Source: an optimization exercise on an open RTL-to-GDS flow (aim: small area and a short achievable clock period). Production flows keep margins and buffers that such runs may drop. RTL that was checked went through simulation tests only; none was proved equivalent to the original. Power and IR drop assume default switching activity.

Design fifo, start of the top module:
module fifo (
    clk      ,  
    rst      ,  
    data_in  ,  
    rd_en    ,  
    wr_en    ,  
    data_out ,  
    empty    ,  
    full        
);
input clk;
input rst;
input rd_en;
input wr_en;
input [7:0] data_in;
output full;
output empty;
output [7:0] data_out;
reg [7:0]  data_out;
reg        full;
reg        empty;
reg [7:0]  wr_ptr;     
reg [7:0]  arr_ptr;    
reg [15:0] arr_hi_n;   
reg [15:0] arr_lo;     
reg [7:0]  rd_ptr;
reg [15:0] rd_hi_n;    
reg [15:0] rd_lo_n;    
reg [15:0] rd_hi_n1, rd_hi_n2, rd_hi_n3;
reg [15:0] rd_lo_n1, rd_lo_n2, rd_lo_n3;
reg        phase;
reg        pend_v;
reg [7:0]  pend_d;
reg [7:0] q [0:255];
wire wr_acc = wr_en & ~full;
wire rd_acc = rd_en & ~empty;
wire [7:0] wr_ptr_p1  = wr_ptr + 8'd1;
wire [7:0] rd_ptr_p1  = rd_ptr + 8'd1;
wire [7:0] arr_ptr_p1 = arr_ptr + 8'd1;
wire almost_full  = (wr_ptr_p1 == rd_ptr);    
wire almost_empty = (rd_ptr_p1 == wr_ptr);    
wire rd_pend      = pend_v & (arr_ptr == rd_ptr);
wire sel_cur  = pend_v | ~full;
wire sel_next = pend_v & ~full;
wire [7:0] col_data = pend_d ^ {8{phase}};
wire [7:0] col_even = (pend_v & ~arr_ptr[0]) ? col_data : 8'hff;
wire [7:0] col_odd  = (pend_v &  arr_ptr[0]) ? col_data : 8'hff;
wire [15:0] z_cur  = arr_lo & {16{sel_cur}};
wire [15:0] z_next = {arr_lo[14:0], 1'b0} & {16{sel_next}};
wire        zw_n   = ~(arr_lo[15] & sel_next);
wire [15:0] z_n    = ~(z_cur | z_next);
genvar k, b, j;
generate
  for (k = 0; k < 256; k = k + 1) begin : row
    wire r;
    if ((k & 15) != 0) begin : mid
  ...
Size in the first run: roughly 22 I/O pins.
clock: 5.0 ns
lec_check: 0
cap_margin: 20
core_margin: 2
core_utilization: 58
cts_cluster_diameter: 80
cts_cluster_size: 25
place_density: 0.68
setup_slack_margin: 2.6
slew_margin: 20
synth_hierarchical: 1
synth_minimum_keep_size: 0
standard.sh (not shown) runs the stock make flow with config.mk's settings and CLKGATE_MAP_FILE= SYNTH_SCRIPT=/design/flow/synth_recipe.tcl, a recipe that flattens the netlist after the stock synthesis.
==> flow/flow/run.sh <==
#!/bin/bash
# Standard flow, with one step added after synthesis:
# - the single-gate cells that synthesis mapped to drive strength 2 are set
#   back to drive strength 1 (timing repair later upsizes the ones that need it);
# - the last two levels of the read tree, which drive long wires, are given
#   stronger cells (upsize_tree.tcl).
set -euo pipefail
R=orfs/results/sky130hd/fifo/base
bash standard.sh synth > log_synth.txt 2>&1
cat > downsize.tcl <<TCL
read_db $R/1_synth.odb
set db [ord::get_db]
set block [ord::get_db_block]
set n 0
foreach pair {{a21oi_2 a21oi_1} {a22oi_2 a22oi_1}} {
  set from sky130_fd_sc_hd__[lindex \$pair 0]
  set to [\$db findMaster sky130_fd_sc_hd__[lindex \$pair 1]]
  foreach inst [\$block getInsts] {
    if {[[\$inst getMaster] getName] eq \$from} {
      \$inst swapMaster \$to
      incr n
    }
  }
}
puts "downsized \$n instances"
write_db $R/1_synth.odb
TCL
openroad -no_init -exit downsize.tcl > log_downsize.txt 2>&1
ODB_IN=$R/1_synth.odb L5=nor2_4 L4=nand4_2 openroad -no_init -exit flow/upsize_tree.tcl > log_upsize.txt 2>&1
touch $R/1_synth.sdc
# input and output ports get a buf_4 rather than the smallest buffer
export BUFFER_PORTS_ARGS="-buffer_cell sky130_fd_sc_hd__buf_4"
bash standard.sh finish > log_finish.txt 2>&1
Other scripts of this flow, unchanged in this note and not shown: flow/flow/upsize_tree.tcl
Then changed:
Settings changed: CORE_UTILIZATION 58 to 50, PLACE_DENSITY 0.68 to 0.6.
=>
- total power rose by 2.4%
- global-route usage fell by 3.7 points
- area after synthesis stays the same
- hold slack degrades by 0.0091 ns
- die area rose by 16%
- final area rose by 1.9%


Another version of the RTL of fifo (not shown whole).
For scale: about 6400 cells after synthesis.
export LEC_CHECK = 0
export CAP_MARGIN = 20
export CORE_MARGIN = 2
export CORE_UTILIZATION = 50
export PLACE_DENSITY = 0.6
export SLEW_MARGIN = 20
export SYNTH_HIERARCHICAL = 1
export SYNTH_MINIMUM_KEEP_SIZE = 0
create_clock -name core_clock -period 5.0 [get_ports {clk}]
==> flow/flow/run.sh <==
#!/bin/bash
# Standard flow, with one step added after synthesis: the single-gate cells
# that synthesis mapped to drive strength 2 are set back to drive strength 1
# (timing repair later upsizes the ones that need it).
set -euo pipefail
R=orfs/results/sky130hd/fifo/base
bash standard.sh synth > log_synth.txt 2>&1
cat > downsize.tcl <<TCL
read_db $R/1_synth.odb
set db [ord::get_db]
set block [ord::get_db_block]
set n 0
foreach pair {{a21oi_2 a21oi_1} {a22oi_2 a22oi_1}} {
  set from sky130_fd_sc_hd__[lindex \$pair 0]
  set to [\$db findMaster sky130_fd_sc_hd__[lindex \$pair 1]]
  foreach inst [\$block getInsts] {
    if {[[\$inst getMaster] getName] eq \$from} {
      \$inst swapMaster \$to
      incr n
    }
  }
}
puts "downsized \$n instances"
write_db $R/1_synth.odb
TCL
openroad -no_init -exit downsize.tcl > log_downsize.txt 2>&1
touch $R/1_synth.sdc
bash standard.sh finish > log_finish.txt 2>&1
Change:
CORE_UTILIZATION = 55   (was 50)
CTS_BUF_LIST = sky130_fd_sc_hd__clkbuf_8   (was default)
CTS_CLUSTER_SIZE = 30   (was default)
PLACE_DENSITY = 0.65   (was 0.6)
SETUP_SLACK_MARGIN = 2.6   (was default)
Effect: Critical path depth came out higher by 1. Non-clock buffer count came out higher by 178. Die area came out lower by about 9%. Clock-buffer cell count came out higher by 118. Core utilization came out higher by 16 points. Area after synthesis does not change.
Function was not checked in any run of this note: the RTL went through the layout flow alone.

==> afterwards: timing with drivers on the ports <==
The results above use ideal ports. As a check the final layouts listed here were re-extracted and re-timed, cells and wires unchanged. Step 1 sets driving cells, clkbuf_16 on the clock port and buf_2 on the other inputs (assumed; they add their load-dependent delay and slew). Step 2, shift: input delay + t, output delay - t, t = (earliest + latest rising clock arrival at the registers) / 2. This alone moves slack from input paths to output paths. a / b / c = ideal / step 1 / step 2; a / b = the first two.
run | t, ns | setup WS [ns] | worst hold slack (ns) | worst register clock-pin slew, ns
the first run of note 1 | 0.816 | 2.513 / 2.513 / 1.810 | 0.410 / 0.363 / 0.410 | 0.11 / 0.11
the second run of note 1 | 0.849 | 2.475 / 2.475 / 1.858 | 0.401 / 0.338 / 0.409 | 0.10 / 0.10
the first run of note 2 | 0.907 | 0.616 / 0.616 / 0.490 | 0.405 / 0.405 / 0.405 | 0.07 / 0.07
the second run of note 2 | 1.103 | 1.677 / 1.677 / 1.061 | 0.414 / 0.414 / 0.414 | 0.07 / 0.07
After both steps every run listed still meets setup and hold. For the first run of note 1, which loses most, drivers alone change the setup slack by 0.000 ns; drivers and shift together by -0.703 ns.
